Background: an optimization exercise with open tools, aiming at small area and a short achievable clock period. Do not read the settings as production practice.
Only simulation tests tie the RTL to the original design; equivalence was not proved.

## flow/config.mk

```make
export PLATFORM = sky130hd
export DESIGN_NAME = question_6
export DESIGN_NICKNAME = question_6
export VERILOG_FILES = /design/flow/design.v
export SDC_FILE = /design/flow/constraint.sdc
export NUM_CORES = 4
export LEC_CHECK = 0
export CAP_MARGIN = 20
export CORE_MARGIN = 2
export CORE_UTILIZATION = 40
export SETUP_SLACK_MARGIN = 2.9
export SLEW_MARGIN = 20
export TNS_END_PERCENT = 100
```

## flow/constraint.sdc

```tcl
create_clock -name core_clock -period 5.0 [get_ports {clk}]
set_input_delay 1.0000 -clock core_clock [delete_from_list [all_inputs] [get_ports {clk}]]
set_output_delay 1.0000 -clock core_clock [all_outputs]
set_load 0.01 [all_outputs]
```

## flow/design.v

```verilog
module q6_inv (input a, output y);
    assign y = ~a;
endmodule
module q6_nand2 (input a, input b, output y);
    assign y = ~(a & b);
endmodule
module q6_nor2 (input a, input b, output y);
    assign y = ~(a | b);
endmodule
module q6_xor2 (input a, input b, output y);
    assign y = a ^ b;
endmodule
module q6_xnor2 (input a, input b, output y);
    assign y = ~(a ^ b);
endmodule
module q6_nor2b (input a, input bn, output y);
    assign y = ~(a | ~bn);
endmodule
module q6_o21ai (input a1, input a2, input b1, output y);
    assign y = ~((a1 | a2) & b1);
endmodule
module q6_a21oi (input a1, input a2, input b1, output y);
    assign y = ~((a1 & a2) | b1);
endmodule
module question_6(
    input clk,
    input rst,
    input signed [15:0] x,
    output reg signed [15:0] y
);
    reg signed [15:0] s1, s2, s3;
    wire [15:0] y_n, s1_n, s2_n;
    wire n1;
    q6_inv g1 (.a(x[0]), .y(n1));
    wire n2;
    q6_inv g2 (.a(x[1]), .y(n2));
    wire n3;
    q6_inv g3 (.a(x[2]), .y(n3));
    wire n4;
    q6_inv g4 (.a(x[3]), .y(n4));
    wire n5;
    q6_inv g5 (.a(x[4]), .y(n5));
    wire n6;
    q6_inv g6 (.a(x[5]), .y(n6));
    wire n7;
    q6_inv g7 (.a(x[6]), .y(n7));
    wire n8;
    q6_inv g8 (.a(x[7]), .y(n8));
    wire n9;
    q6_inv g9 (.a(x[8]), .y(n9));
    wire n10;
    q6_inv g10 (.a(x[9]), .y(n10));
    wire n11;
    q6_inv g11 (.a(x[10]), .y(n11));
    wire n12;
    q6_inv g12 (.a(x[11]), .y(n12));
    wire n13;
    q6_inv g13 (.a(x[12]), .y(n13));
    wire n14;
    q6_inv g14 (.a(x[13]), .y(n14));
    wire n15;
    q6_inv g15 (.a(x[14]), .y(n15));
    wire n16;
    q6_inv g16 (.a(x[15]), .y(n16));
    wire n17;
    q6_nand2 g17 (.a(x[0]), .b(s1[0]), .y(n17));
    wire n18;
    q6_nand2 g18 (.a(x[1]), .b(s1[1]), .y(n18));
    wire n19;
    q6_nand2 g19 (.a(x[2]), .b(s1[2]), .y(n19));
    wire n20;
    q6_nand2 g20 (.a(x[3]), .b(s1[3]), .y(n20));
    wire n21;
    q6_nand2 g21 (.a(x[4]), .b(s1[4]), .y(n21));
    wire n22;
    q6_nand2 g22 (.a(x[5]), .b(s1[5]), .y(n22));
    wire n23;
    q6_nand2 g23 (.a(x[6]), .b(s1[6]), .y(n23));
    wire n24;
    q6_nand2 g24 (.a(x[7]), .b(s1[7]), .y(n24));
    wire n25;
    q6_nand2 g25 (.a(x[8]), .b(s1[8]), .y(n25));
    wire n26;
    q6_nand2 g26 (.a(x[9]), .b(s1[9]), .y(n26));
    wire n27;
    q6_nand2 g27 (.a(x[10]), .b(s1[10]), .y(n27));
    wire n28;
    q6_nand2 g28 (.a(x[11]), .b(s1[11]), .y(n28));
    wire n29;
    q6_nand2 g29 (.a(x[12]), .b(s1[12]), .y(n29));
    wire n30;
    q6_nand2 g30 (.a(x[13]), .b(s1[13]), .y(n30));
    wire n31;
    q6_nand2 g31 (.a(x[14]), .b(s1[14]), .y(n31));
    wire n32;
    q6_nor2 g32 (.a(x[0]), .b(s1[0]), .y(n32));
    wire n33;
    q6_nor2 g33 (.a(x[1]), .b(s1[1]), .y(n33));
    wire n34;
    q6_nor2 g34 (.a(x[2]), .b(s1[2]), .y(n34));
    wire n35;
    q6_nor2 g35 (.a(x[3]), .b(s1[3]), .y(n35));
    wire n36;
    q6_nor2 g36 (.a(x[4]), .b(s1[4]), .y(n36));
    wire n37;
    q6_nor2 g37 (.a(x[5]), .b(s1[5]), .y(n37));
    wire n38;
    q6_nor2 g38 (.a(x[6]), .b(s1[6]), .y(n38));
    wire n39;
    q6_nor2 g39 (.a(x[7]), .b(s1[7]), .y(n39));
    wire n40;
    q6_nor2 g40 (.a(x[8]), .b(s1[8]), .y(n40));
    wire n41;
    q6_nor2 g41 (.a(x[9]), .b(s1[9]), .y(n41));
    wire n42;
    q6_nor2 g42 (.a(x[10]), .b(s1[10]), .y(n42));
    wire n43;
    q6_nor2 g43 (.a(x[11]), .b(s1[11]), .y(n43));
    wire n44;
    q6_nor2 g44 (.a(x[12]), .b(s1[12]), .y(n44));
    wire n45;
    q6_nor2 g45 (.a(x[13]), .b(s1[13]), .y(n45));
    wire n46;
    q6_nor2 g46 (.a(x[14]), .b(s1[14]), .y(n46));
    wire n47;
    q6_nor2b g47 (.a(n32), .bn(n17), .y(n47));
    wire n48;
    q6_nor2b g48 (.a(n33), .bn(n18), .y(n48));
    wire n49;
    q6_nor2b g49 (.a(n34), .bn(n19), .y(n49));
    wire n50;
    q6_nor2b g50 (.a(n35), .bn(n20), .y(n50));
    wire n51;
    q6_nor2b g51 (.a(n36), .bn(n21), .y(n51));
    wire n52;
    q6_nor2b g52 (.a(n37), .bn(n22), .y(n52));
    wire n53;
    q6_nor2b g53 (.a(n38), .bn(n23), .y(n53));
    wire n54;
    q6_nor2b g54 (.a(n39), .bn(n24), .y(n54));
    wire n55;
    q6_nor2b g55 (.a(n40), .bn(n25), .y(n55));
    wire n56;
    q6_nor2b g56 (.a(n41), .bn(n26), .y(n56));
    wire n57;
    q6_nor2b g57 (.a(n42), .bn(n27), .y(n57));
    wire n58;
    q6_nor2b g58 (.a(n43), .bn(n28), .y(n58));
    wire n59;
    q6_nor2b g59 (.a(n44), .bn(n29), .y(n59));
    wire n60;
    q6_nor2b g60 (.a(n45), .bn(n30), .y(n60));
    wire n61;
    q6_nor2b g61 (.a(n46), .bn(n31), .y(n61));
    wire n62;
    q6_xor2 g62 (.a(x[15]), .b(s1[15]), .y(n62));
    wire n63;
    q6_o21ai g63 (.a1(n33), .a2(n17), .b1(n18), .y(n63));
    wire n64;
    q6_o21ai g64 (.a1(n35), .a2(n19), .b1(n20), .y(n64));
    wire n65;
    q6_nor2 g65 (.a(n35), .b(n34), .y(n65));
    wire n66;
    q6_o21ai g66 (.a1(n37), .a2(n21), .b1(n22), .y(n66));
    wire n67;
    q6_nor2 g67 (.a(n37), .b(n36), .y(n67));
    wire n68;
    q6_o21ai g68 (.a1(n39), .a2(n23), .b1(n24), .y(n68));
    wire n69;
    q6_nor2 g69 (.a(n39), .b(n38), .y(n69));
    wire n70;
    q6_o21ai g70 (.a1(n41), .a2(n25), .b1(n26), .y(n70));
    wire n71;
    q6_nor2 g71 (.a(n41), .b(n40), .y(n71));
    wire n72;
    q6_o21ai g72 (.a1(n43), .a2(n27), .b1(n28), .y(n72));
    wire n73;
    q6_nor2 g73 (.a(n43), .b(n42), .y(n73));
    wire n74;
    q6_o21ai g74 (.a1(n45), .a2(n29), .b1(n30), .y(n74));
    wire n75;
    q6_nor2 g75 (.a(n45), .b(n44), .y(n75));
    wire n76;
    q6_inv g76 (.a(n63), .y(n76));
    wire n77;
    q6_o21ai g77 (.a1(n34), .a2(n76), .b1(n19), .y(n77));
    wire n78;
    q6_a21oi g78 (.a1(n65), .a2(n63), .b1(n64), .y(n78));
    wire n79;
    q6_inv g79 (.a(n23), .y(n79));
    wire n80;
    q6_inv g80 (.a(n38), .y(n80));
    wire n81;
    q6_a21oi g81 (.a1(n80), .a2(n66), .b1(n79), .y(n81));
    wire n82;
    q6_nand2 g82 (.a(n80), .b(n67), .y(n82));
    wire n83;
    q6_a21oi g83 (.a1(n69), .a2(n66), .b1(n68), .y(n83));
    wire n84;
    q6_nand2 g84 (.a(n69), .b(n67), .y(n84));
    wire n85;
    q6_inv g85 (.a(n27), .y(n85));
    wire n86;
    q6_inv g86 (.a(n42), .y(n86));
    wire n87;
    q6_a21oi g87 (.a1(n86), .a2(n70), .b1(n85), .y(n87));
    wire n88;
    q6_nand2 g88 (.a(n86), .b(n71), .y(n88));
    wire n89;
    q6_a21oi g89 (.a1(n73), .a2(n70), .b1(n72), .y(n89));
    wire n90;
    q6_nand2 g90 (.a(n73), .b(n71), .y(n90));
    wire n91;
    q6_inv g91 (.a(n31), .y(n91));
    wire n92;
    q6_inv g92 (.a(n46), .y(n92));
    wire n93;
    q6_a21oi g93 (.a1(n92), .a2(n74), .b1(n91), .y(n93));
    wire n94;
    q6_nand2 g94 (.a(n92), .b(n75), .y(n94));
    wire n95;
    q6_o21ai g95 (.a1(n36), .a2(n78), .b1(n21), .y(n95));
    wire n96;
    q6_inv g96 (.a(n66), .y(n96));
    wire n97;
    q6_inv g97 (.a(n67), .y(n97));
    wire n98;
    q6_o21ai g98 (.a1(n97), .a2(n78), .b1(n96), .y(n98));
    wire n99;
    q6_o21ai g99 (.a1(n82), .a2(n78), .b1(n81), .y(n99));
    wire n100;
    q6_o21ai g100 (.a1(n84), .a2(n78), .b1(n83), .y(n100));
    wire n101;
    q6_o21ai g101 (.a1(n44), .a2(n89), .b1(n29), .y(n101));
    wire n102;
    q6_nor2 g102 (.a(n44), .b(n90), .y(n102));
    wire n103;
    q6_inv g103 (.a(n74), .y(n103));
    wire n104;
    q6_inv g104 (.a(n75), .y(n104));
    wire n105;
    q6_o21ai g105 (.a1(n104), .a2(n89), .b1(n103), .y(n105));
    wire n106;
    q6_nor2 g106 (.a(n104), .b(n90), .y(n106));
    wire n107;
    q6_o21ai g107 (.a1(n94), .a2(n89), .b1(n93), .y(n107));
    wire n108;
    q6_nor2 g108 (.a(n94), .b(n90), .y(n108));
    wire n109;
    q6_inv g109 (.a(n25), .y(n109));
    wire n110;
    q6_inv g110 (.a(n40), .y(n110));
    wire n111;
    q6_a21oi g111 (.a1(n110), .a2(n100), .b1(n109), .y(n111));
    wire n112;
    q6_a21oi g112 (.a1(n71), .a2(n100), .b1(n70), .y(n112));
    wire n113;
    q6_inv g113 (.a(n87), .y(n113));
    wire n114;
    q6_inv g114 (.a(n88), .y(n114));
    wire n115;
    q6_a21oi g115 (.a1(n114), .a2(n100), .b1(n113), .y(n115));
    wire n116;
    q6_inv g116 (.a(n89), .y(n116));
    wire n117;
    q6_inv g117 (.a(n90), .y(n117));
    wire n118;
    q6_a21oi g118 (.a1(n117), .a2(n100), .b1(n116), .y(n118));
    wire n119;
    q6_a21oi g119 (.a1(n102), .a2(n100), .b1(n101), .y(n119));
    wire n120;
    q6_a21oi g120 (.a1(n106), .a2(n100), .b1(n105), .y(n120));
    wire n121;
    q6_a21oi g121 (.a1(n108), .a2(n100), .b1(n107), .y(n121));
    wire n122;
    q6_xnor2 g122 (.a(n48), .b(n17), .y(n122));
    wire n123;
    q6_xor2 g123 (.a(n49), .b(n63), .y(n123));
    wire n124;
    q6_xor2 g124 (.a(n50), .b(n77), .y(n124));
    wire n125;
    q6_xnor2 g125 (.a(n51), .b(n78), .y(n125));
    wire n126;
    q6_xor2 g126 (.a(n52), .b(n95), .y(n126));
    wire n127;
    q6_xor2 g127 (.a(n53), .b(n98), .y(n127));
    wire n128;
    q6_xor2 g128 (.a(n54), .b(n99), .y(n128));
    wire n129;
    q6_xor2 g129 (.a(n55), .b(n100), .y(n129));
    wire n130;
    q6_xnor2 g130 (.a(n56), .b(n111), .y(n130));
    wire n131;
    q6_xnor2 g131 (.a(n57), .b(n112), .y(n131));
    wire n132;
    q6_xnor2 g132 (.a(n58), .b(n115), .y(n132));
    wire n133;
    q6_xnor2 g133 (.a(n59), .b(n118), .y(n133));
    wire n134;
    q6_xnor2 g134 (.a(n60), .b(n119), .y(n134));
    wire n135;
    q6_xnor2 g135 (.a(n61), .b(n120), .y(n135));
    wire n136;
    q6_xnor2 g136 (.a(n62), .b(n121), .y(n136));
    wire n137;
    q6_xnor2 g137 (.a(s2[0]), .b(y[1]), .y(n137));
    wire n138;
    q6_xnor2 g138 (.a(n137), .b(x[0]), .y(n138));
    wire n139;
    q6_nand2 g139 (.a(s2[0]), .b(y[1]), .y(n139));
    wire n140;
    q6_nor2 g140 (.a(s2[0]), .b(y[1]), .y(n140));
    wire n141;
    q6_o21ai g141 (.a1(x[0]), .a2(n140), .b1(n139), .y(n141));
    wire n142;
    q6_xnor2 g142 (.a(s2[1]), .b(y[2]), .y(n142));
    wire n143;
    q6_xor2 g143 (.a(n142), .b(x[1]), .y(n143));
    wire n144;
    q6_nand2 g144 (.a(s2[1]), .b(y[2]), .y(n144));
    wire n145;
    q6_nor2 g145 (.a(s2[1]), .b(y[2]), .y(n145));
    wire n146;
    q6_o21ai g146 (.a1(x[1]), .a2(n145), .b1(n144), .y(n146));
    wire n147;
    q6_xnor2 g147 (.a(s2[2]), .b(y[3]), .y(n147));
    wire n148;
    q6_xor2 g148 (.a(n147), .b(x[2]), .y(n148));
    wire n149;
    q6_nand2 g149 (.a(s2[2]), .b(y[3]), .y(n149));
    wire n150;
    q6_nor2 g150 (.a(s2[2]), .b(y[3]), .y(n150));
    wire n151;
    q6_o21ai g151 (.a1(x[2]), .a2(n150), .b1(n149), .y(n151));
    wire n152;
    q6_xnor2 g152 (.a(s2[3]), .b(y[4]), .y(n152));
    wire n153;
    q6_xor2 g153 (.a(n152), .b(x[3]), .y(n153));
    wire n154;
    q6_nand2 g154 (.a(s2[3]), .b(y[4]), .y(n154));
    wire n155;
    q6_nor2 g155 (.a(s2[3]), .b(y[4]), .y(n155));
    wire n156;
    q6_o21ai g156 (.a1(x[3]), .a2(n155), .b1(n154), .y(n156));
    wire n157;
    q6_xnor2 g157 (.a(s2[4]), .b(y[5]), .y(n157));
    wire n158;
    q6_xor2 g158 (.a(n157), .b(x[4]), .y(n158));
    wire n159;
    q6_nand2 g159 (.a(s2[4]), .b(y[5]), .y(n159));
    wire n160;
    q6_nor2 g160 (.a(s2[4]), .b(y[5]), .y(n160));
    wire n161;
    q6_o21ai g161 (.a1(x[4]), .a2(n160), .b1(n159), .y(n161));
    wire n162;
    q6_xnor2 g162 (.a(s2[5]), .b(y[6]), .y(n162));
    wire n163;
    q6_xor2 g163 (.a(n162), .b(x[5]), .y(n163));
    wire n164;
    q6_nand2 g164 (.a(s2[5]), .b(y[6]), .y(n164));
    wire n165;
    q6_nor2 g165 (.a(s2[5]), .b(y[6]), .y(n165));
    wire n166;
    q6_o21ai g166 (.a1(x[5]), .a2(n165), .b1(n164), .y(n166));
    wire n167;
    q6_xnor2 g167 (.a(s2[6]), .b(y[7]), .y(n167));
    wire n168;
    q6_xor2 g168 (.a(n167), .b(x[6]), .y(n168));
    wire n169;
    q6_nand2 g169 (.a(s2[6]), .b(y[7]), .y(n169));
    wire n170;
    q6_nor2 g170 (.a(s2[6]), .b(y[7]), .y(n170));
    wire n171;
    q6_o21ai g171 (.a1(x[6]), .a2(n170), .b1(n169), .y(n171));
    wire n172;
    q6_xnor2 g172 (.a(s2[7]), .b(y[8]), .y(n172));
    wire n173;
    q6_xor2 g173 (.a(n172), .b(x[7]), .y(n173));
    wire n174;
    q6_nand2 g174 (.a(s2[7]), .b(y[8]), .y(n174));
    wire n175;
    q6_nor2 g175 (.a(s2[7]), .b(y[8]), .y(n175));
    wire n176;
    q6_o21ai g176 (.a1(x[7]), .a2(n175), .b1(n174), .y(n176));
    wire n177;
    q6_xnor2 g177 (.a(s2[8]), .b(y[9]), .y(n177));
    wire n178;
    q6_xor2 g178 (.a(n177), .b(x[8]), .y(n178));
    wire n179;
    q6_nand2 g179 (.a(s2[8]), .b(y[9]), .y(n179));
    wire n180;
    q6_nor2 g180 (.a(s2[8]), .b(y[9]), .y(n180));
    wire n181;
    q6_o21ai g181 (.a1(x[8]), .a2(n180), .b1(n179), .y(n181));
    wire n182;
    q6_xnor2 g182 (.a(s2[9]), .b(y[10]), .y(n182));
    wire n183;
    q6_xor2 g183 (.a(n182), .b(x[9]), .y(n183));
    wire n184;
    q6_nand2 g184 (.a(s2[9]), .b(y[10]), .y(n184));
    wire n185;
    q6_nor2 g185 (.a(s2[9]), .b(y[10]), .y(n185));
    wire n186;
    q6_o21ai g186 (.a1(x[9]), .a2(n185), .b1(n184), .y(n186));
    wire n187;
    q6_xnor2 g187 (.a(s2[10]), .b(y[11]), .y(n187));
    wire n188;
    q6_xor2 g188 (.a(n187), .b(x[10]), .y(n188));
    wire n189;
    q6_nand2 g189 (.a(s2[10]), .b(y[11]), .y(n189));
    wire n190;
    q6_nor2 g190 (.a(s2[10]), .b(y[11]), .y(n190));
    wire n191;
    q6_o21ai g191 (.a1(x[10]), .a2(n190), .b1(n189), .y(n191));
    wire n192;
    q6_xnor2 g192 (.a(s2[11]), .b(y[12]), .y(n192));
    wire n193;
    q6_xor2 g193 (.a(n192), .b(x[11]), .y(n193));
    wire n194;
    q6_nand2 g194 (.a(s2[11]), .b(y[12]), .y(n194));
    wire n195;
    q6_nor2 g195 (.a(s2[11]), .b(y[12]), .y(n195));
    wire n196;
    q6_o21ai g196 (.a1(x[11]), .a2(n195), .b1(n194), .y(n196));
    wire n197;
    q6_xnor2 g197 (.a(s2[12]), .b(y[13]), .y(n197));
    wire n198;
    q6_xor2 g198 (.a(n197), .b(x[12]), .y(n198));
    wire n199;
    q6_nand2 g199 (.a(s2[12]), .b(y[13]), .y(n199));
    wire n200;
    q6_nor2 g200 (.a(s2[12]), .b(y[13]), .y(n200));
    wire n201;
    q6_o21ai g201 (.a1(x[12]), .a2(n200), .b1(n199), .y(n201));
    wire n202;
    q6_xnor2 g202 (.a(s2[13]), .b(y[14]), .y(n202));
    wire n203;
    q6_xor2 g203 (.a(n202), .b(x[13]), .y(n203));
    wire n204;
    q6_nand2 g204 (.a(s2[13]), .b(y[14]), .y(n204));
    wire n205;
    q6_nor2 g205 (.a(s2[13]), .b(y[14]), .y(n205));
    wire n206;
    q6_o21ai g206 (.a1(x[13]), .a2(n205), .b1(n204), .y(n206));
    wire n207;
    q6_xnor2 g207 (.a(s2[14]), .b(y[15]), .y(n207));
    wire n208;
    q6_xor2 g208 (.a(n207), .b(x[14]), .y(n208));
    wire n209;
    q6_nand2 g209 (.a(s2[14]), .b(y[15]), .y(n209));
    wire n210;
    q6_nor2 g210 (.a(s2[14]), .b(y[15]), .y(n210));
    wire n211;
    q6_o21ai g211 (.a1(x[14]), .a2(n210), .b1(n209), .y(n211));
    wire n212;
    q6_xnor2 g212 (.a(s2[15]), .b(y[15]), .y(n212));
    wire n213;
    q6_xor2 g213 (.a(n212), .b(x[15]), .y(n213));
    wire n214;
    q6_nand2 g214 (.a(n143), .b(n141), .y(n214));
    wire n215;
    q6_nand2 g215 (.a(n148), .b(n146), .y(n215));
    wire n216;
    q6_nand2 g216 (.a(n153), .b(n151), .y(n216));
    wire n217;
    q6_nand2 g217 (.a(n158), .b(n156), .y(n217));
    wire n218;
    q6_nand2 g218 (.a(n163), .b(n161), .y(n218));
    wire n219;
    q6_nand2 g219 (.a(n168), .b(n166), .y(n219));
    wire n220;
    q6_nand2 g220 (.a(n173), .b(n171), .y(n220));
    wire n221;
    q6_nand2 g221 (.a(n178), .b(n176), .y(n221));
    wire n222;
    q6_nand2 g222 (.a(n183), .b(n181), .y(n222));
    wire n223;
    q6_nand2 g223 (.a(n188), .b(n186), .y(n223));
    wire n224;
    q6_nand2 g224 (.a(n193), .b(n191), .y(n224));
    wire n225;
    q6_nand2 g225 (.a(n198), .b(n196), .y(n225));
    wire n226;
    q6_nand2 g226 (.a(n203), .b(n201), .y(n226));
    wire n227;
    q6_nand2 g227 (.a(n208), .b(n206), .y(n227));
    wire n228;
    q6_nor2 g228 (.a(n143), .b(n141), .y(n228));
    wire n229;
    q6_nor2 g229 (.a(n148), .b(n146), .y(n229));
    wire n230;
    q6_nor2 g230 (.a(n153), .b(n151), .y(n230));
    wire n231;
    q6_nor2 g231 (.a(n158), .b(n156), .y(n231));
    wire n232;
    q6_nor2 g232 (.a(n163), .b(n161), .y(n232));
    wire n233;
    q6_nor2 g233 (.a(n168), .b(n166), .y(n233));
    wire n234;
    q6_nor2 g234 (.a(n173), .b(n171), .y(n234));
    wire n235;
    q6_nor2 g235 (.a(n178), .b(n176), .y(n235));
    wire n236;
    q6_nor2 g236 (.a(n183), .b(n181), .y(n236));
    wire n237;
    q6_nor2 g237 (.a(n188), .b(n186), .y(n237));
    wire n238;
    q6_nor2 g238 (.a(n193), .b(n191), .y(n238));
    wire n239;
    q6_nor2 g239 (.a(n198), .b(n196), .y(n239));
    wire n240;
    q6_nor2 g240 (.a(n203), .b(n201), .y(n240));
    wire n241;
    q6_nor2 g241 (.a(n208), .b(n206), .y(n241));
    wire n242;
    q6_nor2b g242 (.a(n228), .bn(n214), .y(n242));
    wire n243;
    q6_nor2b g243 (.a(n229), .bn(n215), .y(n243));
    wire n244;
    q6_nor2b g244 (.a(n230), .bn(n216), .y(n244));
    wire n245;
    q6_nor2b g245 (.a(n231), .bn(n217), .y(n245));
    wire n246;
    q6_nor2b g246 (.a(n232), .bn(n218), .y(n246));
    wire n247;
    q6_nor2b g247 (.a(n233), .bn(n219), .y(n247));
    wire n248;
    q6_nor2b g248 (.a(n234), .bn(n220), .y(n248));
    wire n249;
    q6_nor2b g249 (.a(n235), .bn(n221), .y(n249));
    wire n250;
    q6_nor2b g250 (.a(n236), .bn(n222), .y(n250));
    wire n251;
    q6_nor2b g251 (.a(n237), .bn(n223), .y(n251));
    wire n252;
    q6_nor2b g252 (.a(n238), .bn(n224), .y(n252));
    wire n253;
    q6_nor2b g253 (.a(n239), .bn(n225), .y(n253));
    wire n254;
    q6_nor2b g254 (.a(n240), .bn(n226), .y(n254));
    wire n255;
    q6_nor2b g255 (.a(n241), .bn(n227), .y(n255));
    wire n256;
    q6_xor2 g256 (.a(n213), .b(n211), .y(n256));
    wire n257;
    q6_o21ai g257 (.a1(n228), .a2(n138), .b1(n214), .y(n257));
    wire n258;
    q6_o21ai g258 (.a1(n230), .a2(n215), .b1(n216), .y(n258));
    wire n259;
    q6_nor2 g259 (.a(n230), .b(n229), .y(n259));
    wire n260;
    q6_o21ai g260 (.a1(n232), .a2(n217), .b1(n218), .y(n260));
    wire n261;
    q6_nor2 g261 (.a(n232), .b(n231), .y(n261));
    wire n262;
    q6_o21ai g262 (.a1(n234), .a2(n219), .b1(n220), .y(n262));
    wire n263;
    q6_nor2 g263 (.a(n234), .b(n233), .y(n263));
    wire n264;
    q6_o21ai g264 (.a1(n236), .a2(n221), .b1(n222), .y(n264));
    wire n265;
    q6_nor2 g265 (.a(n236), .b(n235), .y(n265));
    wire n266;
    q6_o21ai g266 (.a1(n238), .a2(n223), .b1(n224), .y(n266));
    wire n267;
    q6_nor2 g267 (.a(n238), .b(n237), .y(n267));
    wire n268;
    q6_o21ai g268 (.a1(n240), .a2(n225), .b1(n226), .y(n268));
    wire n269;
    q6_nor2 g269 (.a(n240), .b(n239), .y(n269));
    wire n270;
    q6_inv g270 (.a(n257), .y(n270));
    wire n271;
    q6_o21ai g271 (.a1(n229), .a2(n270), .b1(n215), .y(n271));
    wire n272;
    q6_a21oi g272 (.a1(n259), .a2(n257), .b1(n258), .y(n272));
    wire n273;
    q6_inv g273 (.a(n219), .y(n273));
    wire n274;
    q6_inv g274 (.a(n233), .y(n274));
    wire n275;
    q6_a21oi g275 (.a1(n274), .a2(n260), .b1(n273), .y(n275));
    wire n276;
    q6_nand2 g276 (.a(n274), .b(n261), .y(n276));
    wire n277;
    q6_a21oi g277 (.a1(n263), .a2(n260), .b1(n262), .y(n277));
    wire n278;
    q6_nand2 g278 (.a(n263), .b(n261), .y(n278));
    wire n279;
    q6_inv g279 (.a(n223), .y(n279));
    wire n280;
    q6_inv g280 (.a(n237), .y(n280));
    wire n281;
    q6_a21oi g281 (.a1(n280), .a2(n264), .b1(n279), .y(n281));
    wire n282;
    q6_nand2 g282 (.a(n280), .b(n265), .y(n282));
    wire n283;
    q6_a21oi g283 (.a1(n267), .a2(n264), .b1(n266), .y(n283));
    wire n284;
    q6_nand2 g284 (.a(n267), .b(n265), .y(n284));
    wire n285;
    q6_inv g285 (.a(n227), .y(n285));
    wire n286;
    q6_inv g286 (.a(n241), .y(n286));
    wire n287;
    q6_a21oi g287 (.a1(n286), .a2(n268), .b1(n285), .y(n287));
    wire n288;
    q6_nand2 g288 (.a(n286), .b(n269), .y(n288));
    wire n289;
    q6_o21ai g289 (.a1(n231), .a2(n272), .b1(n217), .y(n289));
    wire n290;
    q6_inv g290 (.a(n260), .y(n290));
    wire n291;
    q6_inv g291 (.a(n261), .y(n291));
    wire n292;
    q6_o21ai g292 (.a1(n291), .a2(n272), .b1(n290), .y(n292));
    wire n293;
    q6_o21ai g293 (.a1(n276), .a2(n272), .b1(n275), .y(n293));
    wire n294;
    q6_o21ai g294 (.a1(n278), .a2(n272), .b1(n277), .y(n294));
    wire n295;
    q6_o21ai g295 (.a1(n239), .a2(n283), .b1(n225), .y(n295));
    wire n296;
    q6_nor2 g296 (.a(n239), .b(n284), .y(n296));
    wire n297;
    q6_inv g297 (.a(n268), .y(n297));
    wire n298;
    q6_inv g298 (.a(n269), .y(n298));
    wire n299;
    q6_o21ai g299 (.a1(n298), .a2(n283), .b1(n297), .y(n299));
    wire n300;
    q6_nor2 g300 (.a(n298), .b(n284), .y(n300));
    wire n301;
    q6_o21ai g301 (.a1(n288), .a2(n283), .b1(n287), .y(n301));
    wire n302;
    q6_nor2 g302 (.a(n288), .b(n284), .y(n302));
    wire n303;
    q6_inv g303 (.a(n221), .y(n303));
    wire n304;
    q6_inv g304 (.a(n235), .y(n304));
    wire n305;
    q6_a21oi g305 (.a1(n304), .a2(n294), .b1(n303), .y(n305));
    wire n306;
    q6_a21oi g306 (.a1(n265), .a2(n294), .b1(n264), .y(n306));
    wire n307;
    q6_inv g307 (.a(n281), .y(n307));
    wire n308;
    q6_inv g308 (.a(n282), .y(n308));
    wire n309;
    q6_a21oi g309 (.a1(n308), .a2(n294), .b1(n307), .y(n309));
    wire n310;
    q6_inv g310 (.a(n283), .y(n310));
    wire n311;
    q6_inv g311 (.a(n284), .y(n311));
    wire n312;
    q6_a21oi g312 (.a1(n311), .a2(n294), .b1(n310), .y(n312));
    wire n313;
    q6_a21oi g313 (.a1(n296), .a2(n294), .b1(n295), .y(n313));
    wire n314;
    q6_a21oi g314 (.a1(n300), .a2(n294), .b1(n299), .y(n314));
    wire n315;
    q6_a21oi g315 (.a1(n302), .a2(n294), .b1(n301), .y(n315));
    wire n316;
    q6_xnor2 g316 (.a(n242), .b(n138), .y(n316));
    wire n317;
    q6_xor2 g317 (.a(n243), .b(n257), .y(n317));
    wire n318;
    q6_xor2 g318 (.a(n244), .b(n271), .y(n318));
    wire n319;
    q6_xnor2 g319 (.a(n245), .b(n272), .y(n319));
    wire n320;
    q6_xor2 g320 (.a(n246), .b(n289), .y(n320));
    wire n321;
    q6_xor2 g321 (.a(n247), .b(n292), .y(n321));
    wire n322;
    q6_xor2 g322 (.a(n248), .b(n293), .y(n322));
    wire n323;
    q6_xor2 g323 (.a(n249), .b(n294), .y(n323));
    wire n324;
    q6_xnor2 g324 (.a(n250), .b(n305), .y(n324));
    wire n325;
    q6_xnor2 g325 (.a(n251), .b(n306), .y(n325));
    wire n326;
    q6_xnor2 g326 (.a(n252), .b(n309), .y(n326));
    wire n327;
    q6_xnor2 g327 (.a(n253), .b(n312), .y(n327));
    wire n328;
    q6_xnor2 g328 (.a(n254), .b(n313), .y(n328));
    wire n329;
    q6_xnor2 g329 (.a(n255), .b(n314), .y(n329));
    wire n330;
    q6_xnor2 g330 (.a(n256), .b(n315), .y(n330));
    wire n331;
    q6_xnor2 g331 (.a(s3[0]), .b(y[2]), .y(n331));
    wire n332;
    q6_xnor2 g332 (.a(n331), .b(x[0]), .y(n332));
    wire n333;
    q6_nand2 g333 (.a(s3[0]), .b(y[2]), .y(n333));
    wire n334;
    q6_nor2 g334 (.a(s3[0]), .b(y[2]), .y(n334));
    wire n335;
    q6_o21ai g335 (.a1(n1), .a2(n334), .b1(n333), .y(n335));
    wire n336;
    q6_xnor2 g336 (.a(s3[1]), .b(y[3]), .y(n336));
    wire n337;
    q6_xnor2 g337 (.a(n336), .b(x[1]), .y(n337));
    wire n338;
    q6_nand2 g338 (.a(s3[1]), .b(y[3]), .y(n338));
    wire n339;
    q6_nor2 g339 (.a(s3[1]), .b(y[3]), .y(n339));
    wire n340;
    q6_o21ai g340 (.a1(n2), .a2(n339), .b1(n338), .y(n340));
    wire n341;
    q6_xnor2 g341 (.a(s3[2]), .b(y[4]), .y(n341));
    wire n342;
    q6_xnor2 g342 (.a(n341), .b(x[2]), .y(n342));
    wire n343;
    q6_nand2 g343 (.a(s3[2]), .b(y[4]), .y(n343));
    wire n344;
    q6_nor2 g344 (.a(s3[2]), .b(y[4]), .y(n344));
    wire n345;
    q6_o21ai g345 (.a1(n3), .a2(n344), .b1(n343), .y(n345));
    wire n346;
    q6_xnor2 g346 (.a(s3[3]), .b(y[5]), .y(n346));
    wire n347;
    q6_xnor2 g347 (.a(n346), .b(x[3]), .y(n347));
    wire n348;
    q6_nand2 g348 (.a(s3[3]), .b(y[5]), .y(n348));
    wire n349;
    q6_nor2 g349 (.a(s3[3]), .b(y[5]), .y(n349));
    wire n350;
    q6_o21ai g350 (.a1(n4), .a2(n349), .b1(n348), .y(n350));
    wire n351;
    q6_xnor2 g351 (.a(s3[4]), .b(y[6]), .y(n351));
    wire n352;
    q6_xnor2 g352 (.a(n351), .b(x[4]), .y(n352));
    wire n353;
    q6_nand2 g353 (.a(s3[4]), .b(y[6]), .y(n353));
    wire n354;
    q6_nor2 g354 (.a(s3[4]), .b(y[6]), .y(n354));
    wire n355;
    q6_o21ai g355 (.a1(n5), .a2(n354), .b1(n353), .y(n355));
    wire n356;
    q6_xnor2 g356 (.a(s3[5]), .b(y[7]), .y(n356));
    wire n357;
    q6_xnor2 g357 (.a(n356), .b(x[5]), .y(n357));
    wire n358;
    q6_nand2 g358 (.a(s3[5]), .b(y[7]), .y(n358));
    wire n359;
    q6_nor2 g359 (.a(s3[5]), .b(y[7]), .y(n359));
    wire n360;
    q6_o21ai g360 (.a1(n6), .a2(n359), .b1(n358), .y(n360));
    wire n361;
    q6_xnor2 g361 (.a(s3[6]), .b(y[8]), .y(n361));
    wire n362;
    q6_xnor2 g362 (.a(n361), .b(x[6]), .y(n362));
    wire n363;
    q6_nand2 g363 (.a(s3[6]), .b(y[8]), .y(n363));
    wire n364;
    q6_nor2 g364 (.a(s3[6]), .b(y[8]), .y(n364));
    wire n365;
    q6_o21ai g365 (.a1(n7), .a2(n364), .b1(n363), .y(n365));
    wire n366;
    q6_xnor2 g366 (.a(s3[7]), .b(y[9]), .y(n366));
    wire n367;
    q6_xnor2 g367 (.a(n366), .b(x[7]), .y(n367));
    wire n368;
    q6_nand2 g368 (.a(s3[7]), .b(y[9]), .y(n368));
    wire n369;
    q6_nor2 g369 (.a(s3[7]), .b(y[9]), .y(n369));
    wire n370;
    q6_o21ai g370 (.a1(n8), .a2(n369), .b1(n368), .y(n370));
    wire n371;
    q6_xnor2 g371 (.a(s3[8]), .b(y[10]), .y(n371));
    wire n372;
    q6_xnor2 g372 (.a(n371), .b(x[8]), .y(n372));
    wire n373;
    q6_nand2 g373 (.a(s3[8]), .b(y[10]), .y(n373));
    wire n374;
    q6_nor2 g374 (.a(s3[8]), .b(y[10]), .y(n374));
    wire n375;
    q6_o21ai g375 (.a1(n9), .a2(n374), .b1(n373), .y(n375));
    wire n376;
    q6_xnor2 g376 (.a(s3[9]), .b(y[11]), .y(n376));
    wire n377;
    q6_xnor2 g377 (.a(n376), .b(x[9]), .y(n377));
    wire n378;
    q6_nand2 g378 (.a(s3[9]), .b(y[11]), .y(n378));
    wire n379;
    q6_nor2 g379 (.a(s3[9]), .b(y[11]), .y(n379));
    wire n380;
    q6_o21ai g380 (.a1(n10), .a2(n379), .b1(n378), .y(n380));
    wire n381;
    q6_xnor2 g381 (.a(s3[10]), .b(y[12]), .y(n381));
    wire n382;
    q6_xnor2 g382 (.a(n381), .b(x[10]), .y(n382));
    wire n383;
    q6_nand2 g383 (.a(s3[10]), .b(y[12]), .y(n383));
    wire n384;
    q6_nor2 g384 (.a(s3[10]), .b(y[12]), .y(n384));
    wire n385;
    q6_o21ai g385 (.a1(n11), .a2(n384), .b1(n383), .y(n385));
    wire n386;
    q6_xnor2 g386 (.a(s3[11]), .b(y[13]), .y(n386));
    wire n387;
    q6_xnor2 g387 (.a(n386), .b(x[11]), .y(n387));
    wire n388;
    q6_nand2 g388 (.a(s3[11]), .b(y[13]), .y(n388));
    wire n389;
    q6_nor2 g389 (.a(s3[11]), .b(y[13]), .y(n389));
    wire n390;
    q6_o21ai g390 (.a1(n12), .a2(n389), .b1(n388), .y(n390));
    wire n391;
    q6_xnor2 g391 (.a(s3[12]), .b(y[14]), .y(n391));
    wire n392;
    q6_xnor2 g392 (.a(n391), .b(x[12]), .y(n392));
    wire n393;
    q6_nand2 g393 (.a(s3[12]), .b(y[14]), .y(n393));
    wire n394;
    q6_nor2 g394 (.a(s3[12]), .b(y[14]), .y(n394));
    wire n395;
    q6_o21ai g395 (.a1(n13), .a2(n394), .b1(n393), .y(n395));
    wire n396;
    q6_xnor2 g396 (.a(s3[13]), .b(y[15]), .y(n396));
    wire n397;
    q6_xnor2 g397 (.a(n396), .b(x[13]), .y(n397));
    wire n398;
    q6_nand2 g398 (.a(s3[13]), .b(y[15]), .y(n398));
    wire n399;
    q6_nor2 g399 (.a(s3[13]), .b(y[15]), .y(n399));
    wire n400;
    q6_o21ai g400 (.a1(n14), .a2(n399), .b1(n398), .y(n400));
    wire n401;
    q6_xnor2 g401 (.a(s3[14]), .b(y[15]), .y(n401));
    wire n402;
    q6_xnor2 g402 (.a(n401), .b(x[14]), .y(n402));
    wire n403;
    q6_nand2 g403 (.a(s3[14]), .b(y[15]), .y(n403));
    wire n404;
    q6_nor2 g404 (.a(s3[14]), .b(y[15]), .y(n404));
    wire n405;
    q6_o21ai g405 (.a1(n15), .a2(n404), .b1(n403), .y(n405));
    wire n406;
    q6_xnor2 g406 (.a(s3[15]), .b(y[15]), .y(n406));
    wire n407;
    q6_xnor2 g407 (.a(n406), .b(x[15]), .y(n407));
    wire n408;
    q6_nand2 g408 (.a(n337), .b(n335), .y(n408));
    wire n409;
    q6_nand2 g409 (.a(n342), .b(n340), .y(n409));
    wire n410;
    q6_nand2 g410 (.a(n347), .b(n345), .y(n410));
    wire n411;
    q6_nand2 g411 (.a(n352), .b(n350), .y(n411));
    wire n412;
    q6_nand2 g412 (.a(n357), .b(n355), .y(n412));
    wire n413;
    q6_nand2 g413 (.a(n362), .b(n360), .y(n413));
    wire n414;
    q6_nand2 g414 (.a(n367), .b(n365), .y(n414));
    wire n415;
    q6_nand2 g415 (.a(n372), .b(n370), .y(n415));
    wire n416;
    q6_nand2 g416 (.a(n377), .b(n375), .y(n416));
    wire n417;
    q6_nand2 g417 (.a(n382), .b(n380), .y(n417));
    wire n418;
    q6_nand2 g418 (.a(n387), .b(n385), .y(n418));
    wire n419;
    q6_nand2 g419 (.a(n392), .b(n390), .y(n419));
    wire n420;
    q6_nand2 g420 (.a(n397), .b(n395), .y(n420));
    wire n421;
    q6_nand2 g421 (.a(n402), .b(n400), .y(n421));
    wire n422;
    q6_nor2 g422 (.a(n337), .b(n335), .y(n422));
    wire n423;
    q6_nor2 g423 (.a(n342), .b(n340), .y(n423));
    wire n424;
    q6_nor2 g424 (.a(n347), .b(n345), .y(n424));
    wire n425;
    q6_nor2 g425 (.a(n352), .b(n350), .y(n425));
    wire n426;
    q6_nor2 g426 (.a(n357), .b(n355), .y(n426));
    wire n427;
    q6_nor2 g427 (.a(n362), .b(n360), .y(n427));
    wire n428;
    q6_nor2 g428 (.a(n367), .b(n365), .y(n428));
    wire n429;
    q6_nor2 g429 (.a(n372), .b(n370), .y(n429));
    wire n430;
    q6_nor2 g430 (.a(n377), .b(n375), .y(n430));
    wire n431;
    q6_nor2 g431 (.a(n382), .b(n380), .y(n431));
    wire n432;
    q6_nor2 g432 (.a(n387), .b(n385), .y(n432));
    wire n433;
    q6_nor2 g433 (.a(n392), .b(n390), .y(n433));
    wire n434;
    q6_nor2 g434 (.a(n397), .b(n395), .y(n434));
    wire n435;
    q6_nor2 g435 (.a(n402), .b(n400), .y(n435));
    wire n436;
    q6_nor2b g436 (.a(n422), .bn(n408), .y(n436));
    wire n437;
    q6_nor2b g437 (.a(n423), .bn(n409), .y(n437));
    wire n438;
    q6_nor2b g438 (.a(n424), .bn(n410), .y(n438));
    wire n439;
    q6_nor2b g439 (.a(n425), .bn(n411), .y(n439));
    wire n440;
    q6_nor2b g440 (.a(n426), .bn(n412), .y(n440));
    wire n441;
    q6_nor2b g441 (.a(n427), .bn(n413), .y(n441));
    wire n442;
    q6_nor2b g442 (.a(n428), .bn(n414), .y(n442));
    wire n443;
    q6_nor2b g443 (.a(n429), .bn(n415), .y(n443));
    wire n444;
    q6_nor2b g444 (.a(n430), .bn(n416), .y(n444));
    wire n445;
    q6_nor2b g445 (.a(n431), .bn(n417), .y(n445));
    wire n446;
    q6_nor2b g446 (.a(n432), .bn(n418), .y(n446));
    wire n447;
    q6_nor2b g447 (.a(n433), .bn(n419), .y(n447));
    wire n448;
    q6_nor2b g448 (.a(n434), .bn(n420), .y(n448));
    wire n449;
    q6_nor2b g449 (.a(n435), .bn(n421), .y(n449));
    wire n450;
    q6_xor2 g450 (.a(n407), .b(n405), .y(n450));
    wire n451;
    q6_o21ai g451 (.a1(n423), .a2(n408), .b1(n409), .y(n451));
    wire n452;
    q6_o21ai g452 (.a1(n425), .a2(n410), .b1(n411), .y(n452));
    wire n453;
    q6_nor2 g453 (.a(n425), .b(n424), .y(n453));
    wire n454;
    q6_o21ai g454 (.a1(n427), .a2(n412), .b1(n413), .y(n454));
    wire n455;
    q6_nor2 g455 (.a(n427), .b(n426), .y(n455));
    wire n456;
    q6_o21ai g456 (.a1(n429), .a2(n414), .b1(n415), .y(n456));
    wire n457;
    q6_nor2 g457 (.a(n429), .b(n428), .y(n457));
    wire n458;
    q6_o21ai g458 (.a1(n431), .a2(n416), .b1(n417), .y(n458));
    wire n459;
    q6_nor2 g459 (.a(n431), .b(n430), .y(n459));
    wire n460;
    q6_o21ai g460 (.a1(n433), .a2(n418), .b1(n419), .y(n460));
    wire n461;
    q6_nor2 g461 (.a(n433), .b(n432), .y(n461));
    wire n462;
    q6_o21ai g462 (.a1(n435), .a2(n420), .b1(n421), .y(n462));
    wire n463;
    q6_nor2 g463 (.a(n435), .b(n434), .y(n463));
    wire n464;
    q6_inv g464 (.a(n451), .y(n464));
    wire n465;
    q6_o21ai g465 (.a1(n424), .a2(n464), .b1(n410), .y(n465));
    wire n466;
    q6_a21oi g466 (.a1(n453), .a2(n451), .b1(n452), .y(n466));
    wire n467;
    q6_inv g467 (.a(n414), .y(n467));
    wire n468;
    q6_inv g468 (.a(n428), .y(n468));
    wire n469;
    q6_a21oi g469 (.a1(n468), .a2(n454), .b1(n467), .y(n469));
    wire n470;
    q6_nand2 g470 (.a(n468), .b(n455), .y(n470));
    wire n471;
    q6_a21oi g471 (.a1(n457), .a2(n454), .b1(n456), .y(n471));
    wire n472;
    q6_nand2 g472 (.a(n457), .b(n455), .y(n472));
    wire n473;
    q6_inv g473 (.a(n418), .y(n473));
    wire n474;
    q6_inv g474 (.a(n432), .y(n474));
    wire n475;
    q6_a21oi g475 (.a1(n474), .a2(n458), .b1(n473), .y(n475));
    wire n476;
    q6_nand2 g476 (.a(n474), .b(n459), .y(n476));
    wire n477;
    q6_a21oi g477 (.a1(n461), .a2(n458), .b1(n460), .y(n477));
    wire n478;
    q6_nand2 g478 (.a(n461), .b(n459), .y(n478));
    wire n479;
    q6_o21ai g479 (.a1(n426), .a2(n466), .b1(n412), .y(n479));
    wire n480;
    q6_inv g480 (.a(n454), .y(n480));
    wire n481;
    q6_inv g481 (.a(n455), .y(n481));
    wire n482;
    q6_o21ai g482 (.a1(n481), .a2(n466), .b1(n480), .y(n482));
    wire n483;
    q6_o21ai g483 (.a1(n470), .a2(n466), .b1(n469), .y(n483));
    wire n484;
    q6_o21ai g484 (.a1(n472), .a2(n466), .b1(n471), .y(n484));
    wire n485;
    q6_o21ai g485 (.a1(n434), .a2(n477), .b1(n420), .y(n485));
    wire n486;
    q6_nor2 g486 (.a(n434), .b(n478), .y(n486));
    wire n487;
    q6_inv g487 (.a(n462), .y(n487));
    wire n488;
    q6_inv g488 (.a(n463), .y(n488));
    wire n489;
    q6_o21ai g489 (.a1(n488), .a2(n477), .b1(n487), .y(n489));
    wire n490;
    q6_nor2 g490 (.a(n488), .b(n478), .y(n490));
    wire n491;
    q6_inv g491 (.a(n416), .y(n491));
    wire n492;
    q6_inv g492 (.a(n430), .y(n492));
    wire n493;
    q6_a21oi g493 (.a1(n492), .a2(n484), .b1(n491), .y(n493));
    wire n494;
    q6_a21oi g494 (.a1(n459), .a2(n484), .b1(n458), .y(n494));
    wire n495;
    q6_inv g495 (.a(n475), .y(n495));
    wire n496;
    q6_inv g496 (.a(n476), .y(n496));
    wire n497;
    q6_a21oi g497 (.a1(n496), .a2(n484), .b1(n495), .y(n497));
    wire n498;
    q6_inv g498 (.a(n477), .y(n498));
    wire n499;
    q6_inv g499 (.a(n478), .y(n499));
    wire n500;
    q6_a21oi g500 (.a1(n499), .a2(n484), .b1(n498), .y(n500));
    wire n501;
    q6_a21oi g501 (.a1(n486), .a2(n484), .b1(n485), .y(n501));
    wire n502;
    q6_a21oi g502 (.a1(n490), .a2(n484), .b1(n489), .y(n502));
    wire n503;
    q6_xnor2 g503 (.a(n437), .b(n408), .y(n503));
    wire n504;
    q6_xor2 g504 (.a(n438), .b(n451), .y(n504));
    wire n505;
    q6_xor2 g505 (.a(n439), .b(n465), .y(n505));
    wire n506;
    q6_xnor2 g506 (.a(n440), .b(n466), .y(n506));
    wire n507;
    q6_xor2 g507 (.a(n441), .b(n479), .y(n507));
    wire n508;
    q6_xor2 g508 (.a(n442), .b(n482), .y(n508));
    wire n509;
    q6_xor2 g509 (.a(n443), .b(n483), .y(n509));
    wire n510;
    q6_xor2 g510 (.a(n444), .b(n484), .y(n510));
    wire n511;
    q6_xnor2 g511 (.a(n445), .b(n493), .y(n511));
    wire n512;
    q6_xnor2 g512 (.a(n446), .b(n494), .y(n512));
    wire n513;
    q6_xnor2 g513 (.a(n447), .b(n497), .y(n513));
    wire n514;
    q6_xnor2 g514 (.a(n448), .b(n500), .y(n514));
    wire n515;
    q6_xnor2 g515 (.a(n449), .b(n501), .y(n515));
    wire n516;
    q6_xnor2 g516 (.a(n450), .b(n502), .y(n516));
    assign y_n[0] = n47;
    assign s1_n[0] = n138;
    assign s2_n[0] = n332;
    assign y_n[1] = n122;
    assign s1_n[1] = n316;
    assign s2_n[1] = n436;
    assign y_n[2] = n123;
    assign s1_n[2] = n317;
    assign s2_n[2] = n503;
    assign y_n[3] = n124;
    assign s1_n[3] = n318;
    assign s2_n[3] = n504;
    assign y_n[4] = n125;
    assign s1_n[4] = n319;
    assign s2_n[4] = n505;
    assign y_n[5] = n126;
    assign s1_n[5] = n320;
    assign s2_n[5] = n506;
    assign y_n[6] = n127;
    assign s1_n[6] = n321;
    assign s2_n[6] = n507;
    assign y_n[7] = n128;
    assign s1_n[7] = n322;
    assign s2_n[7] = n508;
    assign y_n[8] = n129;
    assign s1_n[8] = n323;
    assign s2_n[8] = n509;
    assign y_n[9] = n130;
    assign s1_n[9] = n324;
    assign s2_n[9] = n510;
    assign y_n[10] = n131;
    assign s1_n[10] = n325;
    assign s2_n[10] = n511;
    assign y_n[11] = n132;
    assign s1_n[11] = n326;
    assign s2_n[11] = n512;
    assign y_n[12] = n133;
    assign s1_n[12] = n327;
    assign s2_n[12] = n513;
    assign y_n[13] = n134;
    assign s1_n[13] = n328;
    assign s2_n[13] = n514;
    assign y_n[14] = n135;
    assign s1_n[14] = n329;
    assign s2_n[14] = n515;
    assign y_n[15] = n136;
    assign s1_n[15] = n330;
    assign s2_n[15] = n516;
    always @(posedge clk or posedge rst) begin
        if (rst) begin
            s1 <= 16'sd0;
            s2 <= 16'sd0;
            s3 <= 16'sd0;
            y  <= 16'sd0;
        end else begin
            y  <= y_n;
            s1 <= s1_n;
            s2 <= s2_n;
            s3 <= y;
        end
    end
endmodule
```

## flow/flow/run.sh

```bash
#!/bin/bash
set -euo pipefail
W=$(pwd)
R=$W/orfs/results/$FLOW_PLATFORM/question_6/base
LIB=$FLOW_HOME/platforms/$FLOW_PLATFORM/lib/sky130_fd_sc_hd__tt_025C_1v80.lib

bash standard.sh synth > $W/log_1_standard_synth.txt 2>&1
cp $R/1_2_yosys.v $W/standard_synth.v

WORK=$W LIB_FILE=$LIB yosys -c flow/synth_map.tcl > $W/log_2_own_synth_yosys.txt 2>&1

# the registers must be those of the standard synthesis: same names, same cells
regs() { grep -oE 'sky130_fd_sc_hd__df[a-z0-9_]+ +[^ ]+' "$1" | sed -E 's/_[0-9]+ / /' | sort; }
regs $W/standard_synth.v > $W/regs_standard.txt
regs $W/own_synth.v > $W/regs_own.txt
if ! cmp -s $W/regs_standard.txt $W/regs_own.txt; then
  echo "registers differ from the standard synthesis" >&2
  diff $W/regs_standard.txt $W/regs_own.txt >&2 || true
  exit 1
fi

cp $W/own_synth.v $R/1_2_yosys.v
rm -f $R/1_synth.odb $R/1_synth.sdc

export BUFFER_PORTS_ARGS="-buffer_cell sky130_fd_sc_hd__buf_2"
export CTS_ARGS="-sink_clustering_enable -repair_clock_nets -buf_list sky130_fd_sc_hd__clkbuf_2 -root_buf sky130_fd_sc_hd__clkbuf_4 -sink_clustering_buffer sky130_fd_sc_hd__clkbuf_2 -sink_clustering_size 16 -dont_use_dummy_load"
bash standard.sh finish > $W/log_3_standard_layout.txt 2>&1
```

## flow/flow/q6_cells.v

```verilog
// One-to-one mapping of the design's q6_* gate modules onto library cells.
module q6_inv (input a, output y);
    sky130_fd_sc_hd__inv_1 _TECHMAP_REPLACE_ (.A(a), .Y(y));
endmodule
module q6_nand2 (input a, input b, output y);
    sky130_fd_sc_hd__nand2_1 _TECHMAP_REPLACE_ (.A(a), .B(b), .Y(y));
endmodule
module q6_nor2 (input a, input b, output y);
    sky130_fd_sc_hd__nor2_1 _TECHMAP_REPLACE_ (.A(a), .B(b), .Y(y));
endmodule
module q6_xor2 (input a, input b, output y);
    sky130_fd_sc_hd__xor2_1 _TECHMAP_REPLACE_ (.A(a), .B(b), .X(y));
endmodule
module q6_xnor2 (input a, input b, output y);
    sky130_fd_sc_hd__xnor2_1 _TECHMAP_REPLACE_ (.A(a), .B(b), .Y(y));
endmodule
module q6_nor2b (input a, input bn, output y);
    sky130_fd_sc_hd__nor2b_1 _TECHMAP_REPLACE_ (.A(a), .B_N(bn), .Y(y));
endmodule
module q6_o21ai (input a1, input a2, input b1, output y);
    sky130_fd_sc_hd__o21ai_1 _TECHMAP_REPLACE_ (.A1(a1), .A2(a2), .B1(b1), .Y(y));
endmodule
module q6_a21oi (input a1, input a2, input b1, output y);
    sky130_fd_sc_hd__a21oi_1 _TECHMAP_REPLACE_ (.A1(a1), .A2(a2), .B1(b1), .Y(y));
endmodule
// the reset inverter that the flip-flop mapping adds
module \$_NOT_ (input A, output Y);
    sky130_fd_sc_hd__inv_1 _TECHMAP_REPLACE_ (.A(A), .Y(Y));
endmodule
```

## flow/flow/synth_map.tcl

```tcl
# Own synthesis: the design's q6_* gate modules are mapped one to one onto
# library cells (flow/q6_cells.v); the registers are mapped and named as the
# standard synthesis does (<register>[<bit>]$_DFF_PP0_ on the same cell).
yosys -import
set lib $::env(LIB_FILE)
set top $::env(FLOW_TOP)
read_liberty -lib $lib
read_verilog -defer -sv $::env(FLOW_DESIGN)
hierarchy -check -top $top
yosys proc
opt_clean
techmap -map $::env(WORK)/flow/q6_cells.v
techmap
opt -fast
yosys rename -wire $top/t:\$_DFF*
dfflibmap -liberty $lib
opt -fast
techmap -map $::env(WORK)/flow/q6_cells.v
opt_clean -purge
hierarchy -top $top
check -assert -mapped
tee -o $::env(WORK)/own_synth.stat stat -liberty $lib
write_verilog -noattr -nohex -nodec $::env(WORK)/own_synth.v
```

## flow/standard.sh

```bash
#!/bin/bash
# synth_recipe.tcl (not shown) runs the flow's synth.tcl, then flattens the netlist and writes it again
# the make line also repeats each setting of config.mk as NAME=value (left out here)
make -C /OpenROAD-flow-scripts/flow DESIGN_CONFIG=/design/flow/config.mk WORK_HOME=/design/flow/orfs CLKGATE_MAP_FILE= SYNTH_SCRIPT=/design/flow/synth_recipe.tcl "${@:-finish}"
```

==> results of run 1 <==
-- state kept, by name, indices dropped and copies added (netlist names) --
register,flops
s3,16
s1,16
s2,16
y,16
-- through the flow --
stage / hold slack (ns)
CTS: 0.392
global route: 0.416
floorplan: 0.416
detailed placement: 0.373
finish: 0.388
global placement: 0.361
-- worst max-delay path, stage by stage --
cell and delay (ns):
buf_2 0.22, inv_8 0.04, o21ai_4 0.13, nand2_2 0.10
o21ai_4 0.23, a21oi_4 0.12, o21ai_4 0.15, buf_12 0.14
a21oi_2 0.05, xnor2_1 0.16
-- worst paths after layout --
| kind | start | endpoint | slack [ns] | cells past startpoint |
|---|---|---|---|---|
| max in group asynchronous | rst | y[5] | 3.36 | 3 |
| worst min register to register | y[0] | s3[0] | 0.39 | 0 |
| worst max register to register | y[3] | s2[10] | 3.04 | 9 |
| min in group asynchronous | rst | s3[9] | 0.65 | 2 |
| worst min-delay path | y[0] | s3[0] | 0.39 | 0 |
| worst max-delay path | x[0] | s2[10] | 2.95 | 10 |
-- routing by layer --
layer	up-vias	part of all wire, %	wire length [um]	GRT usage [%]
met5	-	0	0	0
met4	0	0.70	64	4.30
met3	6	2.7	248	3.32
met2	48	48	4400	29.6
met1	1650	48	4360	21.4
li1	1925	-	-	-
-- area by class of cell --
class	count	area [um^2]	share of cell area (%)
flip-flops and latches	64	1620	30.8
inverters	65	255	4.84
well taps	140	175	3.32
multi-input cells	451	2800	53.2
repair buffers	52	348	6.60
clock buffers	9	67.6	1.28
-- timing repair --
item,in CTS,in global routing
setup buffers,2,16
gates cloned,0,0
resized for setup,16,23
pin swaps,2,4
endpoints found under the setup margin,34,24
==> results.py, run 1 <==
metrics = {
    "synthesis": {
        "netlist_instances": 580,
        "syn_nets": 598,
        "avgSynthCellArea_um2": 7.48,
        "yosys_warnings": 1,
        "syn_area_um2": 4340,
    },
    "setup_path": {
        "cp.arrival_ns": 2.35,
        "worst-setup-path-type": "in2reg",
        "crit_required_ns": 5.30,
        "crit_path_start_kind": "primary input",
        "cp-end-kind": "register",
        "worstPathMaxFanout": 7,
    },
    "sta": {
        "setup_tns_ns": 0,
        "finalMaxSlewViolations": 0,
        "tightest_slew_ns": 0.603,
        "setup_ws_ns": 2.95,
        "finClkSkew_ns": 0.0313,
        "fin_crit_ns": 2.05,
        "hold_violations": 0,
        "slew_headroom_pct": 59.7,
        "rsz0062_at_grt": "yes",
        "setup_viol": 0,
        "fmax_ghz": 0.488,
        "fin_crit_sh_pct": 41.0,
    },
    "clocking": {
        "cts_num_sinks": 64,
        "path_clk_slew_ns": 0.11,
        "clock_latency_ns": 0.39,
        "ctsHoldBuffers": 0,
        "cts_tree": "done",
        "htree_levels": 3,
        "numCtsBuffers": 9,
        "cts.path.max_buffers": 2,
        "root_buffer": "clkbuf_4",
    },
    "die": {
        "rows": 38,
        "boundaryPins": 34,
        "start_util_pct": 40.6,
        "dieArea_um2": 11700,
        "die_h_um": 108,
        "core_um2": 10700,
        "die_w_um": 108,
    },
    "finish": {
        "diodes": 0,
        "fin_nets": 661,
        "instances_no_fill": 781,
        "final_common_cell": "nor2_1",
        "finalInstanceArea_um2": 5270,
        "drive_gt1_share_pct": 21.1,
        "layout_common_cells": "nor2_1 (91), nand2_1 (86), xnor2_1 (66), inv_1 (62), o21ai_1 (58)",
        "area_growth_pct": 21.4,
        "fillers": 1039,
        "post-route-util_pct": 49.3,
    },
    "drt": {
        "vias": 3629,
        "wl_per_cell_um": 11.6,
        "postRouteAntennaNets": 0,
        "drc_errors": 0,
        "viasPerCell": 4.65,
        "drt_first_iter_violations": 136,
        "firstDrtPassIters": 4,
        "routed_wl_mm": 9.08,
    },
    "placed_design": {
        "post_dp_cell_area_um2": 4910,
        "place_congestion": 0.779,
        "dp_slack_ns": 2.36,
        "place_hpwl_mm": 6.82,
        "port-buffer-count": 33,
        "dp_cells": 754,
    },
    "min_path": {
        "hold_path.class": "reg2reg",
    },
    "global_routing": {
        "overflow": 0,
        "grt_pass1_wl_mm": 15.7,
        "grt_max_degree": 41,
        "grt_pass1_vias": 3555,
        "track_usage_pct": 16.9,
        "antenna_found_initial": 0,
    },
    "job": {
        "max_cap_viol_count": 0,
    },
    "run_status": {
        "status": "complete, no violations",
    },
}
==> inputs of run 2 (changes only) <==
--- a/flow/config.mk
+++ b/flow/config.mk
@@ -10,3 +10,3 @@
 export CORE_UTILIZATION = 40
-export SETUP_SLACK_MARGIN = 2.9
+export SETUP_SLACK_MARGIN = 2.7
 export SLEW_MARGIN = 20
==> results.py, run 2 <==
metrics = {
    "run_status": {
        "status": "complete, no violations",
    },
    "finish": {
        "post-route-util_pct": 45.0,
        "layout_common_cells": "nor2_1 (99), nand2_1 (87), xnor2_1 (75), o21ai_1 (69), inv_1 (64)",
        "final-seq-area_um2": 1600,
        "multi_input_area_um2": 2540,
        "area_growth_pct": 10.8,
        "finalInstanceArea_um2": 4810,
        "drive_gt1_share_pct": 8.49,
        "diodes": 0,
        "fin_nets": 644,
        "final_common_cell": "nor2_1",
        "fillers": 1097,
    },
    "clocking": {
        "path_clk_slew_ns": 0.12,
        "clock_latency_ns": 0.42,
        "cts_tree": "done",
        "cts_num_sinks": 64,
        "root_buffer": "clkbuf_4",
        "cts.path.max_buffers": 2,
        "ctsHoldBuffers": 0,
        "numCtsBuffers": 9,
        "htree_levels": 3,
    },
    "sta": {
        "slew_headroom_pct": 58.5,
        "finClkSkew_ns": 0.0361,
        "fin_crit_ns": 2.17,
        "finalMaxSlewViolations": 0,
        "fin_crit_sh_pct": 43.5,
        "rsz0062_at_grt": "no",
        "setup_tns_ns": 0,
        "tightest_slew_ns": 0.623,
        "fmax_ghz": 0.460,
        "setup_viol": 0,
        "hold_violations": 0,
    },
    "drt": {
        "wl_per_cell_um": 11.6,
        "viasPerCell": 4.68,
        "firstDrtPassIters": 4,
        "routed_wl_mm": 8.85,
        "vias": 3578,
        "drc_errors": 0,
        "drt_first_iter_violations": 116,
        "postRouteAntennaNets": 0,
    },
    "die": {
        "boundaryPins": 34,
        "core_um2": 10700,
        "die_h_um": 108,
        "dieArea_um2": 11700,
        "rows": 38,
        "die_w_um": 108,
        "start_util_pct": 40.6,
    },
    "placed_design": {
        "post_dp_cell_area_um2": 4700,
        "place_hpwl_mm": 6.72,
        "port-buffer-count": 33,
        "place_congestion": 0.801,
    },
    "setup_path": {
        "worst-setup-path-type": "in2reg",
        "cp_cell_sequence": "buf_2 > xor2_1 > nor2_1 > o21ai_2 > a21oi_2 > o21ai_4 > a21oi_1 > xnor2_1",
        "crit_required_ns": 5.32,
        "worstPathMaxFanout": 8,
        "cpPeakStageDelay_ns": 0.35,
        "cp-end-kind": "register",
        "slowest_stage": "a21oi_2",
        "crit_path_start_kind": "primary input",
        "cp.arrival_ns": 2.49,
    },
    "global_routing": {
        "track_usage_pct": 16.4,
        "antenna_found_initial": 0,
        "grt_pass1_wl_mm": 15.0,
        "overflow": 0,
        "grt_pass1_vias": 3431,
        "grt_max_degree": 49,
    },
    "job": {
        "max_cap_viol_count": 0,
    },
    "synthesis": {
        "syn_area_um2": 4340,
        "syn_nets": 598,
        "netlist_instances": 580,
        "yosys_warnings": 1,
        "avgSynthCellArea_um2": 7.48,
    },
    "min_path": {
        "hold_path.class": "reg2reg",
    },
}
-- run 2: stage by stage --
stage | cells | setup slack (ns) | hold slack, ns
after detailed placement | 754 | 2.14 | 0.362
after global routing | 764 | 2.70 | 0.400
after CTS | 763 | 2.73 | 0.394
after global placement | 754 | 2.18 | 0.365
final | 764 | 2.83 | 0.387
after floorplan | 580 | 2.71 | 0.416
-- run 2: repair_timing --
| item | 4_1_cts | 5_1_grt |
|---|---|---|
| setup endpoints to repair | 20 | 14 |
| pin swaps | 1 | 2 |
| setup buffers | 0 | 1 |
| gates resized for setup | 6 | 2 |
| hold endpoints to repair | 0 | 0 |
-- run 2: final cells by class --
class	instances	share of cell area [%]
Timing Repair Buffer	35	3.75
Tap cell	140	3.64
Sequential cell	64	33.3
Clock buffer	9	1.40
Inverter	65	5.15
Multi-Input combinational cell	451	52.7
-- run 2: critical path: cells and delay by family --
kind | cells | cell delay, ns
XOR/XNOR | 2 | 0.30
AND/OR/NAND/NOR | 1 | 0.19
buffers and inverters | 1 | 0.14
AO/OA/AOI/OAI | 4 | 0.84
-- run 2: final timing paths --
kind	to	depth (start not counted)	slack (ns)	from
worst max-delay path	s1[14]	8	2.83	x[1]
worst min-delay path	s3[0]	0	0.39	y[0]
worst max register to register	s1[14]	8	2.90	y[2]
worst min register to register	s3[0]	0	0.39	y[0]
max in group asynchronous	y[1]	3	3.48	rst
min in group asynchronous	y[5]	2	0.55	rst
-- run 2: per-layer routing --
metal	vias up	share of wire, %	GRT usage [%]
met5	-	0	0
met4	0	0.69	5.04
met3	4	3.2	3.98
met2	38	47	27.9
met1	1646	49	20.5
li1	1890	-	-

==> port drivers added, routing unchanged <==
The flow's constraints put no driver on any port. The routed layouts listed below were extracted and timed again, unchanged, in two steps.
Step 1 assumes that a clkbuf_16 drives the clock port and a buf_2 every other input.
Step 2 times the ports against the registers' clock, not the clock port: input delays grow and output delays shrink by t, the midpoint of the rising clock arrivals with the driver on.
a / b / c = no drivers / after step 1 / after step 2; a / b = the first two.
run | t (ns) | setup WS [ns] | latest minus earliest clock arrival (ns) | worst data-port slew with drivers (ns)
run 1 | 0.407 | 2.951 / 2.930 / 2.546 | 0.032 / 0.032 | 0.03
run 2 | 0.435 | 2.827 / 2.799 / 2.406 | 0.036 / 0.037 | 0.03
After both steps every run listed still meets setup and hold. For run 2, which loses most, drivers alone change the setup slack by -0.028 ns; drivers and shift together by -0.421 ns.
